This is an optimization exercise on Yosys and OpenROAD, whose aim is small area and a short achievable clock period, not a production implementation.

==> flow/design.v <==
module mac_top
(
	input                    clk,
	input                    rst_n,         
	input                    enable,
	input                    valid,
	input                    read,    
	input                    mode,    
	input                    cfg,
	input             [15:0] in_a,
	input             [15:0] in_b,
	output            [15:0] mac_out,
	output                   error
);
	reg [15:0] pf_reg;    
	reg [12:0] pi_reg;    
	reg        err_reg;   
	reg [15:0] c_reg;
	reg        mode_reg;
	wire [15:0] pf_next, sum;
	wire [12:0] pi_next;
	wire        err_next;
	fp_mul   u_fmul (.a(in_a), .b(in_b), .p(pf_next), .error(err_next));
	int_mul  u_imul (.a(in_a[7:0]), .b(in_b[7:0]), .p(pi_next));
	mac_add  u_add  (.mode(mode_reg), .pf(pf_reg), .pi(pi_reg), .c(c_reg), .s(sum));
	always @ ( posedge clk or negedge rst_n ) begin
		if ( ! rst_n ) begin
			pf_reg   <= 16'b0;   
			pi_reg   <= 13'b0;
			err_reg  <= 1'b1;    
			c_reg    <= 16'b0;
			mode_reg <= 1'b0;
		end else if (enable) begin
			if (valid) begin
				pf_reg  <= pf_next;
				pi_reg  <= pi_next;
				err_reg <= err_next;
				c_reg   <= sum;
			end
			else if (read) begin  
				pf_reg  <= 16'b0;
				pi_reg  <= 13'b0;
				err_reg <= 1'b1;
				c_reg   <= 16'b0;
			end
		end else if (cfg) begin
			mode_reg <= mode;
		end
	end
	assign error   = err_reg;
	assign mac_out = (read && enable && ~valid) ? sum : 16'b0;
endmodule
module fp_mul (
	input  [15:0] a,
	input  [15:0] b,
	output [15:0] p,
	output        error
);
	wire [5:0]  s  = a[14:10] + b[14:10];
	wire        uf = (s < 6'd15);
	wire        of = (s > 6'd46);
	wire [21:0] m  = {1'b1, a[9:0]} * {1'b1, b[9:0]};
	wire [4:0]  e  = s[4:0] + 5'd17 + {4'd0, m[21]};
	wire [9:0]  f  = m[21] ? m[20:11] : m[19:10];
	wire        sg = a[15] ^ b[15];
	wire        z  = ~(|a) | ~(|b);
	assign error = uf | of;
	assign p = z  ? 16'b0 :
	           uf ? {sg, 15'b0} :
	           of ? {sg, 5'h1f, 10'b0} :
	                {sg, e, f};
endmodule
module int_mul (
	input  [7:0]  a,
	input  [7:0]  b,
	output [12:0] p
);
	wire [6:0]  ma = a[7] ? -a[6:0] : a[6:0];
	wire [6:0]  mb = b[7] ? -b[6:0] : b[6:0];
	wire [13:0] m  = ma * mb;
	assign p = (a[7] ^ b[7]) ? -m[12:0] : m[12:0];
endmodule
module mac_add (
	input         mode,
	input  [15:0] pf,
	input  [12:0] pi,
	input  [15:0] c,
	output [15:0] s
);
	wire [11:0] lo = pi[10:0] + c[10:0];
	wire [1:0]  hi = pi[12:11] + c[12:11];
	wire [15:0] s_int = {hi, 2'b00, lo};
	wire [4:0]  ep   = pf[14:10];
	wire [4:0]  ec   = c[14:10];
	wire [5:0]  d1   = {1'b0, ep} - {1'b0, ec};
	wire [4:0]  d2   = ec - ep;
	wire        p_ge = ~d1[5];
	wire [4:0]  sh   = p_ge ? d1[4:0] : d2;
	wire [4:0]  eb   = p_ge ? ep : ec;
	wire        a_gt = pf[14:0] > c[14:0];
	wire [9:0]  mb   = a_gt ? pf[9:0] : c[9:0];
	wire [9:0]  ms   = a_gt ? c[9:0]  : pf[9:0];
	wire        sign = a_gt ? pf[15]  : c[15];
	wire        sub  = pf[15] ^ c[15];
	wire [21:0] af   = {1'b1, ms, 11'd0} >> sh;
	wire [13:0] al   = {af[21:11], af[10], |af[8:0], af[9]};
	wire [14:0] sum  = {2'b01, mb, 3'd0} + {1'b0, al ^ {14{sub}}} + {14'd0, sub};
	wire [14:0] ma   = {sum[14] & ~sub, sum[13:0]};
	reg  [4:0]  nzl;
	always @(*) begin
		casez (ma[14:3])
			12'b1???????????: nzl = 5'd0;
			12'b01??????????: nzl = 5'd1;
			12'b001?????????: nzl = 5'd2;
			12'b0001????????: nzl = 5'd3;
			12'b00001???????: nzl = 5'd4;
			12'b000001??????: nzl = 5'd5;
			12'b0000001?????: nzl = 5'd6;
			12'b00000001????: nzl = 5'd7;
			12'b000000001???: nzl = 5'd8;
			12'b0000000001??: nzl = 5'd9;
			12'b00000000001?: nzl = 5'd10;
			12'b000000000001: nzl = 5'd11;
			default:          nzl = 5'd0;
		endcase
	end
	wire [5:0]  sle  = {1'b0, eb} - {1'b0, nzl} + 6'd1;
	wire [3:0]  lsv  = (nzl > sle[4:0]) ? sle[3:0] : nzl[3:0];
	wire [14:0] nm   = ma << lsv;
	wire        rnd  = (|nm[2:0] | nm[4]) & nm[3];
	wire [4:0]  ex   = sub ? (sle[5] ? 5'd0 : sle[4:0]) : (eb + {4'd0, ma[14]});
	wire [9:0]  fr   = nm[13:4] + {9'd0, rnd};
	wire [15:0] s_fp = {sign, ex, fr};
	assign s = mode ? s_fp : s_int;
endmodule
clock: 42.0 ns
lec_check: 0
cap_margin: 20
core_margin: 2
core_utilization: 40
place_density: 0.6
slew_margin: 20
run.sh (not shown) runs the stock make flow with config.mk's settings and CLKGATE_MAP_FILE= SYNTH_SCRIPT=/design/flow/synth_recipe.tcl, a recipe that flattens the netlist after the stock synthesis.
==> next run, changes <==
--- a/flow/design.v
+++ b/flow/design.v
@@ -91,20 +91,14 @@
 	wire [1:0]  hi = pi[12:11] + c[12:11];
 	wire [15:0] s_int = {hi, 2'b00, lo};
-	wire [4:0]  ep   = pf[14:10];
-	wire [4:0]  ec   = c[14:10];
-	wire [5:0]  d1   = {1'b0, ep} - {1'b0, ec};
-	wire [4:0]  d2   = ec - ep;
-	wire        p_ge = ~d1[5];
-	wire [4:0]  sh   = p_ge ? d1[4:0] : d2;
-	wire [4:0]  eb   = p_ge ? ep : ec;
 	wire        a_gt = pf[14:0] > c[14:0];
-	wire [9:0]  mb   = a_gt ? pf[9:0] : c[9:0];
-	wire [9:0]  ms   = a_gt ? c[9:0]  : pf[9:0];
-	wire        sign = a_gt ? pf[15]  : c[15];
+	wire [14:0] big  = a_gt ? pf[14:0] : c[14:0];
+	wire [14:0] sml  = a_gt ? c[14:0]  : pf[14:0];
+	wire        sign = a_gt ? pf[15]   : c[15];
 	wire        sub  = pf[15] ^ c[15];
-	wire [21:0] af   = {1'b1, ms, 11'd0} >> sh;
+	wire [4:0]  sh   = big[14:10] - sml[14:10];
+	wire [21:0] af   = {1'b1, sml[9:0], 11'd0} >> sh;
 	wire [13:0] al   = {af[21:11], af[10], |af[8:0], af[9]};
-	wire [14:0] sum  = {2'b01, mb, 3'd0} + {1'b0, al ^ {14{sub}}} + {14'd0, sub};
-	wire [14:0] ma   = {sum[14] & ~sub, sum[13:0]};
+	wire [14:0] add  = {1'b1, big[9:0], 3'd0} + (sub ? -al : al);
+	wire [14:0] ma   = {add[14] & ~sub, add[13:0]};
 	reg  [4:0]  nzl;
 	always @(*) begin
@@ -125,9 +119,9 @@
 		endcase
 	end
-	wire [5:0]  sle  = {1'b0, eb} - {1'b0, nzl} + 6'd1;
+	wire [5:0]  sle  = {1'b0, big[14:10]} - {1'b0, nzl} + 6'd1;
 	wire [3:0]  lsv  = (nzl > sle[4:0]) ? sle[3:0] : nzl[3:0];
 	wire [14:0] nm   = ma << lsv;
 	wire        rnd  = (|nm[2:0] | nm[4]) & nm[3];
-	wire [4:0]  ex   = sub ? (sle[5] ? 5'd0 : sle[4:0]) : (eb + {4'd0, ma[14]});
+	wire [4:0]  ex   = sub ? (sle[5] ? 5'd0 : sle[4:0]) : (big[14:10] + {4'd0, ma[14]});
 	wire [9:0]  fr   = nm[13:4] + {9'd0, rnd};
 	wire [15:0] s_fp = {sign, ex, fr};
Effect:
- design area came out lower by about 2.4%
- sequential share of layout area came out higher by 0.20 points
- setup slack got worse by 2.3 ns
Function was not checked in any run of this note: the RTL went through the layout flow alone.

separate check: timing with driven ports:
The flow's constraints put no driver on any port. The routed layouts listed below were extracted and timed again, unchanged, in two steps.
Step 1 sets driving cells, clkbuf_16 on the clock port and buf_2 on the other inputs (assumed; they add their load-dependent delay and slew).
Step 2 times the ports against the registers' clock, not the clock port: input delays grow and output delays shrink by t, the midpoint of the rising clock arrivals with the driver on.
a / b / c = no drivers / after step 1 / after step 2; a / b = the first two.
run | shift t [ns] | setup WS [ns] | worst setup path at the end | worst data-port slew with drivers (ns)
the first run | 0.328 | 20.545 / 20.508 / 20.835 | register to output | 0.05
the second run | 0.324 | 18.259 / 18.220 / 18.544 | register to output | 0.05
After both steps setup and hold are still met in every run listed.
